Background: an optimization exercise with open tools, aiming at small area and a short achievable clock period. Do not read the settings as production practice.
At most, simulation tests tie the RTL to the original design; equivalence was not proved.
Power is estimated from default activity; no workload was simulated.

Setup of build 90:
// piped_wallace_mult
module piped_wallace_mult(
    input wire clock, reset,
    input wire [15:0] x, y,
    output reg [31:0] prod
);
    reg [59:0] r1;
    reg [97:0] r2;
    reg [60:0] r3;
    reg v1, v2, v3;
    wire g1 = x[1] & x[0];
    wire q2 = x[1] ^ x[0];
    wire g3 = x[2] & x[1];
    wire q4 = x[2] ^ x[1];
    wire g5 = x[3] & x[2];
    wire q6 = x[3] ^ x[2];
    wire g7 = x[4] & x[3];
    wire q8 = x[4] ^ x[3];
    wire g9 = x[5] & x[4];
    wire q10 = x[5] ^ x[4];
    wire g11 = x[6] & x[5];
    wire q12 = x[6] ^ x[5];
    wire g13 = x[7] & x[6];
    wire q14 = x[7] ^ x[6];
    wire g15 = x[8] & x[7];
    wire q16 = x[8] ^ x[7];
    wire g17 = x[9] & x[8];
    wire q18 = x[9] ^ x[8];
    wire g19 = x[10] & x[9];
    wire q20 = x[10] ^ x[9];
    wire g21 = x[11] & x[10];
    wire q22 = x[11] ^ x[10];
    wire g23 = x[12] & x[11];
    wire q24 = x[12] ^ x[11];
    wire g25 = x[13] & x[12];
    wire q26 = x[13] ^ x[12];
    wire g27 = x[14] & x[13];
    wire q28 = x[14] ^ x[13];
    wire g29 = x[15] & x[14];
    wire q30 = x[15] ^ x[14];
    wire t31, u32;
    pfx i33 (.gh(g5), .ph(q6), .gl(g3), .pl(q4), .g(t31), .p(u32));
    wire t34, u35;
    pfx i36 (.gh(g9), .ph(q10), .gl(g7), .pl(q8), .g(t34), .p(u35));
    wire t37, u38;
    pfx i39 (.gh(g13), .ph(q14), .gl(g11), .pl(q12), .g(t37), .p(u38));
    wire t40, u41;
    pfx i42 (.gh(g17), .ph(q18), .gl(g15), .pl(q16), .g(t40), .p(u41));
    wire t43, u44;
    pfx i45 (.gh(g21), .ph(q22), .gl(g19), .pl(q20), .g(t43), .p(u44));
    wire t46, u47;
    pfx i48 (.gh(g25), .ph(q26), .gl(g23), .pl(q24), .g(t46), .p(u47));
    wire t49, u50;
    pfx i51 (.gh(g29), .ph(q30), .gl(g27), .pl(q28), .g(t49), .p(u50));
    wire t52;
    pfx_g i53 (.gh(g3), .ph(q4), .gl(g1), .g(t52));
    wire t54;
    pfx_g i55 (.gh(t31), .ph(u32), .gl(g1), .g(t54));
    wire t56, u57;
    pfx i58 (.gh(g11), .ph(q12), .gl(t34), .pl(u35), .g(t56), .p(u57));
    wire t59, u60;
    pfx i61 (.gh(t37), .ph(u38), .gl(t34), .pl(u35), .g(t59), .p(u60));
    wire t62, u63;
    pfx i64 (.gh(g19), .ph(q20), .gl(t40), .pl(u41), .g(t62), .p(u63));
    wire t65, u66;
  ...
For scale: ~66 I/O pins, roughly 0.013 mm^2 of cells after synthesis.
==> flow/config.mk <==
export PLATFORM = sky130hd
export DESIGN_NAME = piped_wallace_mult
export DESIGN_NICKNAME = piped_wallace_mult
export VERILOG_FILES = /design/flow/design.v
export SDC_FILE = /design/flow/constraint.sdc
export NUM_CORES = 4
export LEC_CHECK = 0
export CAP_MARGIN = 20
export CORE_MARGIN = 2
export CORE_UTILIZATION = 40
export SETUP_SLACK_MARGIN = 0.95
export SLEW_MARGIN = 20
export SYNTH_HIERARCHICAL = 1
export SYNTH_MINIMUM_KEEP_SIZE = 0
export BUFFER_PORTS_ARGS = -buffer_cell sky130_fd_sc_hd__buf_1
==> flow/constraint.sdc <==
create_clock -name core_clock -period 2.8 [get_ports {clock}]
set_input_delay 0.5600 -clock core_clock [delete_from_list [all_inputs] [get_ports {clock}]]
set_output_delay 0.5600 -clock core_clock [all_outputs]
set_load 0.01 [all_outputs]
standard.sh (not shown) runs the stock make flow with config.mk's settings and CLKGATE_MAP_FILE= SYNTH_SCRIPT=/design/flow/synth_recipe.tcl, a recipe that flattens the netlist after the stock synthesis.
==> flow/flow/run.sh <==
#!/bin/bash
# The standard layout (standard.sh, unchanged synthesis), except that the
# port buffers are plain buffers instead of delay cells. Tool output: standard.log
# here and ORFS's own logs under orfs/logs.
set -e
echo 'export BUFFER_PORTS_ARGS = -buffer_cell sky130_fd_sc_hd__buf_1' >> "$FLOW_CONFIG"
bash standard.sh > standard.log 2>&1
The final layout from build 90, which completed every stage, passed the timing, DRC and antenna checks at the end of the flow.
#### Input delta (build 3 over build 90)
==> flow/flow/run.sh <==
#!/bin/bash
set -e
cp standard.sh standard.sh.orig.txt
cat "$FLOW_CONFIG" > config.orig.txt
echo 'export BUFFER_PORTS_ARGS = -buffer_cell sky130_fd_sc_hd__buf_2' >> "$FLOW_CONFIG"
bash standard.sh > standard.log 2>&1
--- a/flow/config.mk
+++ b/flow/config.mk
@@ -15 +15 @@
-export BUFFER_PORTS_ARGS = -buffer_cell sky130_fd_sc_hd__buf_1
+export BUFFER_PORTS_ARGS = -buffer_cell sky130_fd_sc_hd__buf_2
On portion of total power attributed to the clock network: between build 3 and build 90, it ends up higher for build 3. [build 3] wire length fell 0.71% relative to build 90. Diff build 90..build 3 | area fraction in and, or, nand and nor cells after synthesis | unchanged. A capturing element of the worst setup path of r3[16] is what build 90 shows, while r2[31] belongs to build 3. In the metrics for build 3 and build 90, the one carrying the higher share of the cycle needed by the critical path after routing is build 90. Min total net switching power across build 3 and build 90: build 3. Re worst hold slack: build 3 and build 90 aren't equal, and the lower value belongs to build 3. Build 90 -> build 3: cell total after placement flat. Via count of the first global-routing pass of build 3 is on par with build 90. Total power after layout ended up about 3% higher on build 3 than on build 90.

---

v6:
Another version of the RTL of piped_wallace_mult (not shown whole).
Size: roughly 250 flip-flops, about 0.012 mm^2 of cells after synthesis.
export LEC_CHECK = 0
export ABC_CLOCK_PERIOD_IN_PS = 800
export CAP_MARGIN = 20
export CORE_MARGIN = 2
export CORE_UTILIZATION = 65
export CTS_BUF_LIST = sky130_fd_sc_hd__clkbuf_4
export CTS_CLUSTER_SIZE = 20
export SETUP_SLACK_MARGIN = 1.0
export SLEW_MARGIN = 20
create_clock -name core_clock -period 2.8 [get_ports {clock}]
run.sh (not shown) runs the stock make flow with config.mk's settings and CLKGATE_MAP_FILE= SYNTH_SCRIPT=/design/flow/synth_recipe.tcl, a recipe that flattens the netlist after the stock synthesis.
Stock flow here: none of the scripts above is used.
v6 went all the way through synthesis, placement and routing and the layout is clean on timing, DRC and antenna.
diff inputs: v6 => v7
Settings: CTS_BUF_LIST no longer set, was sky130_fd_sc_hd__clkbuf_4; PLACE_DENSITY now 0.75, previously not set; CTS_CLUSTER_SIZE no longer set, was 20; ABC_CLOCK_PERIOD_IN_PS no longer set, was 800; SETUP_SLACK_MARGIN no longer set, was 1.0.
### Flow results
v7 closes out successfully: all stages finished, all timing, DRC and antenna checks passed. Taking v6 as 1.0, v7 lands at 1.07 on final weighted congestion of routability-driven global placement. Re HPWL reported at the end of detailed placement: v7 and v6 aren't equal, and the higher value belongs to v6. v7 -> v6: number of top-level design ports delta 0, exact match. When v7 is set beside v6, its global-route usage over all layers turns out to be 2.8 points smaller. v7 against v6; via count of the first global-routing pass is down by a little under 10%. Note that the first-iteration detailed-routing DRC count recorded for v7 amounts to 1.2 times the value seen in v6. Where switching power total is concerned, v6 is outperformed by v7.

---

piped_wallace_mult, a different RTL version from the one above (not shown whole).
Size in the first run: roughly 1100 cells after synthesis.
Settings: LEC_CHECK=0, CAP_MARGIN=20, CORE_MARGIN=2, CORE_UTILIZATION=40, CTS_CLUSTER_DIAMETER=150, CTS_CLUSTER_SIZE=30, SETUP_SLACK_MARGIN=0.9, SLEW_MARGIN=20, SYNTH_HIERARCHICAL=1, SYNTH_MINIMUM_KEEP_SIZE=0, BUFFER_PORTS_ARGS=-buffer_cell sky130_fd_sc_hd__buf_1; clock period 2.8 ns.
standard.sh (not shown) runs the stock make flow with config.mk's settings and CLKGATE_MAP_FILE= SYNTH_SCRIPT=/design/flow/synth_recipe.tcl, a recipe that flattens the netlist after the stock synthesis.
==> flow/flow/run.sh <==
#!/bin/bash
# The standard layout (standard.sh, unchanged synthesis), except that the
# port buffers are plain buffers instead of delay cells. Tool output: standard.log
# here and ORFS's own logs under orfs/logs.
set -e
echo 'export BUFFER_PORTS_ARGS = -buffer_cell sky130_fd_sc_hd__buf_1' >> "$FLOW_CONFIG"
bash standard.sh > standard.log 2>&1
Next try:
--- a/flow/config.mk
+++ b/flow/config.mk
@@ -12,3 +12,3 @@
 export CTS_CLUSTER_SIZE = 30
-export SETUP_SLACK_MARGIN = 0.9
+export SETUP_SLACK_MARGIN = 1.05
 export SLEW_MARGIN = 20
Effect: Worst hold slack is about the same; worst setup slack gains 0.044 ns; die area does not change.
Next try:
--- a/flow/config.mk
+++ b/flow/config.mk
@@ -12,3 +12,3 @@
 export CTS_CLUSTER_SIZE = 30
-export SETUP_SLACK_MARGIN = 1.05
+export SETUP_SLACK_MARGIN = 0.95
 export SLEW_MARGIN = 20
Sequential power hardly moves.
Non-clock buffer count goes down by 49.
Routed wire length goes down by a few percent.
Cell area is lower by a few percent.
Power fell slightly.
Maximum frequency increases slightly.
Flip-flop and latch count is unchanged.
Hold slack is better by 0.0091 ns.
Next try:
--- a/flow/config.mk
+++ b/flow/config.mk
@@ -7,2 +7,3 @@
 export LEC_CHECK = 0
+export ABC_AREA = 1
 export CAP_MARGIN = 20
@@ -12,3 +13,3 @@
 export CTS_CLUSTER_SIZE = 30
-export SETUP_SLACK_MARGIN = 0.95
+export SETUP_SLACK_MARGIN = 1.0
 export SLEW_MARGIN = 20
=> Core utilization rose by 0.38 points. Combinational power fell by 8.5%. Global-route usage rose by 4.9 points. Register-to-register slack stays flat. Critical path depth fell by 2. Design area rose by 3.5%. Non-clock buffer count fell by 9. Total power fell by 3.8%. Count of clock-buffer cells in the layout rose by 1. Final cell count rose by 42%. Worst setup slack improved by 0.012 ns.

---

Another version of the RTL of piped_wallace_mult (not shown whole).
For scale: roughly 1000 cells after synthesis, ~250 flip-flops.
==> flow/config.mk <==
export PLATFORM = sky130hd
export DESIGN_NAME = piped_wallace_mult
export DESIGN_NICKNAME = piped_wallace_mult
export VERILOG_FILES = /design/flow/design.v
export SDC_FILE = /design/flow/constraint.sdc
export NUM_CORES = 4
export LEC_CHECK = 0
export CAP_MARGIN = 20
export CORE_MARGIN = 2
export CORE_UTILIZATION = 40
export CTS_CLUSTER_DIAMETER = 150
export CTS_CLUSTER_SIZE = 30
export SETUP_SLACK_MARGIN = 1.1
export SLEW_MARGIN = 20
export SYNTH_HIERARCHICAL = 1
export SYNTH_MINIMUM_KEEP_SIZE = 0
export BUFFER_PORTS_ARGS = -buffer_cell sky130_fd_sc_hd__buf_1
==> flow/constraint.sdc <==
create_clock -name core_clock -period 2.8 [get_ports {clock}]
set_input_delay 0.5600 -clock core_clock [delete_from_list [all_inputs] [get_ports {clock}]]
set_output_delay 0.5600 -clock core_clock [all_outputs]
set_load 0.01 [all_outputs]
Scripts as last shown in full above: flow/flow/run.sh
The baseline completed without violations.
Rerun with:
SETUP_SLACK_MARGIN = 0.95   (was 1.1)
The new run went through all stages and came out clean. Area after synthesis does not change. Clock skew rose by 0.0077 ns. Count of clock-buffer cells in the layout goes up by 1. Flip-flop and latch count is unchanged. Worst setup slack degrades by 0.049 ns. Wire length shrinks by 4.2%. Fmax goes down by 2.7%. Global-route usage went down by 0.54 points. Final area fell by 5.8%. Final cell count decreases by 3.3%. Via count came out lower by 3.6%.
No functional check of the RTL was part of any run of this note.

---

Another version of the RTL of piped_wallace_mult (not shown whole).
Size: roughly 260 flip-flops, about 66 I/O pins, about 0.013 mm2 of cells after synthesis.
make LEC_CHECK=0 CAP_MARGIN=20 CORE_MARGIN=2 CORE_UTILIZATION=40 SETUP_SLACK_MARGIN=0.95 SLEW_MARGIN=20 SYNTH_HIERARCHICAL=1 SYNTH_MINIMUM_KEEP_SIZE=0 finish   # period 2.8 ns
run.sh (not shown) runs the stock make flow with config.mk's settings and CLKGATE_MAP_FILE= SYNTH_SCRIPT=/design/flow/synth_recipe.tcl, a recipe that flattens the netlist after the stock synthesis.
Stock flow here: none of the scripts above is used.
The baseline completed without violations.
Change:
SETUP_SLACK_MARGIN = 1.1   (was 0.95)
Result:
- utilization went up by 2.4 points
- power increases slightly
- clock skew barely changes
- via count rose by a few percent
- area after synthesis does not change
- routed wire length grows by a few percent
Change:
SETUP_SLACK_MARGIN = 0.8   (was 1.1)
Outcome:
- synthesized cell count stays the same
- worst setup slack gets worse by 0.039 ns
- combinational power fell by a little under a tenth
Change:
CORE_UTILIZATION = 55   (was 40)
SETUP_SLACK_MARGIN = 0.95   (was 0.8)
After rerunning: The new run passed the timing, DRC and antenna checks. Routed wire length drops by 3.1%. First-iteration DRC count went up by 48%. Global-route usage climbs by 5.4 points. Die area falls by 27%. Core utilization is higher by 17 points. Area after synthesis is unchanged. Final cell count goes down by 7.3%.

---

RTL: one of the versions met above, not the one the previous note started from.
For scale: roughly 250 flip-flops, ~66 I/O pins.
==> flow/design.v (excerpt) <==
module piped_wallace_mult(
    input wire clock, reset,
    input wire [15:0] x, y,
    output reg [31:0] prod
);
==> flow/config.mk <==
export PLATFORM = sky130hd
export DESIGN_NAME = piped_wallace_mult
export DESIGN_NICKNAME = piped_wallace_mult
export VERILOG_FILES = /design/flow/design.v
export SDC_FILE = /design/flow/constraint.sdc
export NUM_CORES = 4
export LEC_CHECK = 0
export CAP_MARGIN = 20
export CORE_MARGIN = 2
export CORE_UTILIZATION = 48
export CTS_CLUSTER_DIAMETER = 150
export CTS_CLUSTER_SIZE = 30
export SETUP_SLACK_MARGIN = 0.95
export SLEW_MARGIN = 20
export SYNTH_HIERARCHICAL = 1
export SYNTH_MINIMUM_KEEP_SIZE = 0
export BUFFER_PORTS_ARGS = -buffer_cell sky130_fd_sc_hd__buf_1
==> flow/constraint.sdc <==
create_clock -name core_clock -period 2.8 [get_ports {clock}]
set_input_delay 0.5600 -clock core_clock [delete_from_list [all_inputs] [get_ports {clock}]]
set_output_delay 0.5600 -clock core_clock [all_outputs]
set_load 0.01 [all_outputs]
standard.sh (not shown) runs the stock make flow with config.mk's settings and CLKGATE_MAP_FILE= SYNTH_SCRIPT=/design/flow/synth_recipe.tcl, a recipe that flattens the netlist after the stock synthesis.
Scripts as last shown in full above: flow/flow/run.sh
The starting point ran to the end with no violations.
Next try:
- CORE_UTILIZATION: 48 -> 40
- CTS_CLUSTER_DIAMETER: 150 -> 80
=>
- The new run completed with no timing, DRC or antenna violations
- area after synthesis is unchanged
- power rises by 3.4%
- design area rises by 1.0%
- sequential cell count is unchanged
- global-route usage shrinks by 2.5 points
- clock-buffer cell count increases by 1
Next try:
- CTS_CLUSTER_DIAMETER: 80 -> 150
- PLACE_DENSITY: not set -> 0.8
Effect:
- maximum frequency falls by 1.4%
- combinational power came out higher by about 3%
- global-route usage climbs by 0.38 points
- routed wire length increases by 3.5%
- cell area goes down by 1.6%
- non-clock buffer count decreases by 5
- utilization came out lower by 0.73 points
- critical path depth is unchanged
Next try:
- PLACE_DENSITY: 0.8 -> not set
- SETUP_SLACK_MARGIN: 0.95 -> 1.0
Result:
- power decreases by 1.9%
- via count came out lower by 2.2%
- global-route usage drops by 0.23 points
- sequential share of layout area came out lower by 0.14 points
- cell area grows by about 1%

---

RTL: one of the versions met above, not the one the previous note started from.
Size in the first run: roughly 1,100 cells after synthesis, roughly 250 flip-flops, ~66 I/O pins.
==> flow/design.v (excerpt) <==
module piped_wallace_mult(
    input wire clock, reset,
    input wire [15:0] x, y,
    output reg [31:0] prod
);
    reg [59:0] r1;
    reg [97:0] r2;
    reg [60:0] r3;
    reg v1, v2, v3;
    wire g1 = x[1] & x[0];
    wire q2 = x[1] ^ x[0];
    wire g3 = x[2] & x[1];
    wire q4 = x[2] ^ x[1];
    wire g5 = x[3] & x[2];
    wire q6 = x[3] ^ x[2];
    wire g7 = x[4] & x[3];
    wire q8 = x[4] ^ x[3];
    wire g9 = x[5] & x[4];
    wire q10 = x[5] ^ x[4];
    wire g11 = x[6] & x[5];
    wire q12 = x[6] ^ x[5];
    wire g13 = x[7] & x[6];
    wire q14 = x[7] ^ x[6];
    wire g15 = x[8] & x[7];
    wire q16 = x[8] ^ x[7];
    wire g17 = x[9] & x[8];
    wire q18 = x[9] ^ x[8];
    wire g19 = x[10] & x[9];
    wire q20 = x[10] ^ x[9];
    wire g21 = x[11] & x[10];
    wire q22 = x[11] ^ x[10];
    wire g23 = x[12] & x[11];
    wire q24 = x[12] ^ x[11];
    wire g25 = x[13] & x[12];
    wire q26 = x[13] ^ x[12];
    wire g27 = x[14] & x[13];
    wire q28 = x[14] ^ x[13];
    wire g29 = x[15] & x[14];
    wire q30 = x[15] ^ x[14];
    wire t31, u32;
    pfx i33 (.gh(g5), .ph(q6), .gl(g3), .pl(q4), .g(t31), .p(u32));
  ...
clock: 2.8 ns
lec_check: 0
cap_margin: 20
core_margin: 2
core_utilization: 40
cts_buf_list: sky130_fd_sc_hd__clkbuf_8
setup_slack_margin: 0.95
slew_margin: 20
synth_hierarchical: 1
synth_minimum_keep_size: 0
buffer_ports_args: -buffer_cell sky130_fd_sc_hd__buf_2
==> flow/flow/run.sh <==
#!/bin/bash
# The standard layout (standard.sh, unchanged synthesis), except that the
# port buffers are plain buffers instead of delay cells. Tool output: standard.log
# here and ORFS's own logs under orfs/logs.
set -e
echo 'export BUFFER_PORTS_ARGS = -buffer_cell sky130_fd_sc_hd__buf_2' >> "$FLOW_CONFIG"
bash standard.sh > standard.log 2>&1
Then changed:
--- a/flow/flow/run.sh
+++ b/flow/flow/run.sh
@@ -4,4 +4,4 @@
 # here and ORFS's own logs under orfs/logs.
 set -e
-echo 'export BUFFER_PORTS_ARGS = -buffer_cell sky130_fd_sc_hd__buf_2' >> "$FLOW_CONFIG"
+echo 'export BUFFER_PORTS_ARGS = -buffer_cell sky130_fd_sc_hd__buf_1' >> "$FLOW_CONFIG"
 bash standard.sh > standard.log 2>&1
- BUFFER_PORTS_ARGS: -buffer_cell sky130_fd_sc_hd__buf_2 -> -buffer_cell sky130_fd_sc_hd__buf_1
- CAP_MARGIN: 20 -> 0
- CTS_BUF_LIST: sky130_fd_sc_hd__clkbuf_8 -> not set
- SLEW_MARGIN: 20 -> 0
Outcome: Sequential power is about the same. Wire length goes down slightly. Clock-buffer cell count fell by 15. Worst hold slack improves by 39 ps. Setup slack got worse by 10 ps. Clock skew fell by 7.4 ps. Final cell count shrinks slightly. Total power decreases by a few percent. Cell area went down slightly. Global-route usage drops by 0.24 points. Non-clock buffer count came out lower by 3.

-- port drivers added, routing unchanged --
Ports are ideal in the flow. The routed layouts listed here were re-timed in OpenROAD.
Step 1 sets driving cells, clkbuf_16 on the clock port and buf_2 on the other inputs (assumed; they add their load-dependent delay and slew).
Step 2 moves the port delays by t, midway between the first and last clock arrival at a register: inputs arrive t later, outputs are due t later. That takes back most of the time a late clock gives input paths.
Slacks: ideal ports / drivers / drivers and shift; pairs: ideal ports / drivers.
| run | t (ns) | setup slack, ns | hold WS [ns] |
|---|---|---|---|
| build 90 | 0.579 | 0.970 / 0.970 / 0.444 | 0.145 / 0.122 / 0.329 |
| build 3 | 0.556 | 0.990 / 0.990 / 0.582 | 0.141 / 0.111 / 0.330 |
| v6 | 0.714 | 0.630 / 0.630 / 0.630 | 0.252 / 0.236 / 0.331 |
| v7 | 0.570 | 0.442 / 0.442 / 0.442 | 0.326 / 0.326 / 0.326 |
| the first run of note 3 | 0.528 | 0.941 / 0.941 / 0.488 | 0.087 / 0.065 / 0.345 |
| the second run of note 3 | 0.517 | 0.986 / 0.986 / 0.612 | 0.088 / 0.078 / 0.338 |
| the third run of note 3 | 0.524 | 0.992 / 0.992 / 0.562 | 0.097 / 0.077 / 0.350 |
| the fourth run of note 3 | 0.534 | 1.004 / 1.004 / 0.711 | 0.133 / 0.105 / 0.340 |
| the first run of note 4 | 0.522 | 1.020 / 1.020 / 0.660 | 0.125 / 0.098 / 0.339 |
| the second run of note 4 | 0.511 | 0.971 / 0.971 / 0.555 | 0.124 / 0.101 / 0.342 |
| the first run of note 5 | 0.577 | 0.912 / 0.912 / 0.469 | 0.238 / 0.210 / 0.352 |
| the second run of note 5 | 0.573 | 0.883 / 0.883 / 0.583 | 0.200 / 0.171 / 0.344 |
| the third run of note 5 | 0.575 | 0.844 / 0.803 / 0.301 | 0.257 / 0.223 / 0.346 |
| the fourth run of note 5 | 0.577 | 0.871 / 0.871 / 0.383 | 0.257 / 0.227 / 0.347 |
| the first run of note 6 | 0.521 | 0.991 / 0.991 / 0.575 | 0.134 / 0.109 / 0.337 |
| the second run of note 6 | 0.533 | 0.984 / 0.984 / 0.534 | 0.089 / 0.068 / 0.325 |
| the third run of note 6 | 0.521 | 0.958 / 0.958 / 0.528 | 0.113 / 0.085 / 0.339 |
| the fourth run of note 6 | 0.518 | 1.017 / 1.017 / 0.594 | 0.069 / 0.055 / 0.345 |
| the first run of note 7 | 0.587 | 0.980 / 0.980 / 0.580 | 0.106 / 0.085 / 0.330 |
| the second run of note 7 | 0.579 | 0.970 / 0.970 / 0.444 | 0.145 / 0.122 / 0.329 |
After both steps setup and hold are still met in every run listed. For the third run of note 5, which loses most, drivers alone change the setup slack by -0.041 ns; drivers and shift together by -0.543 ns.
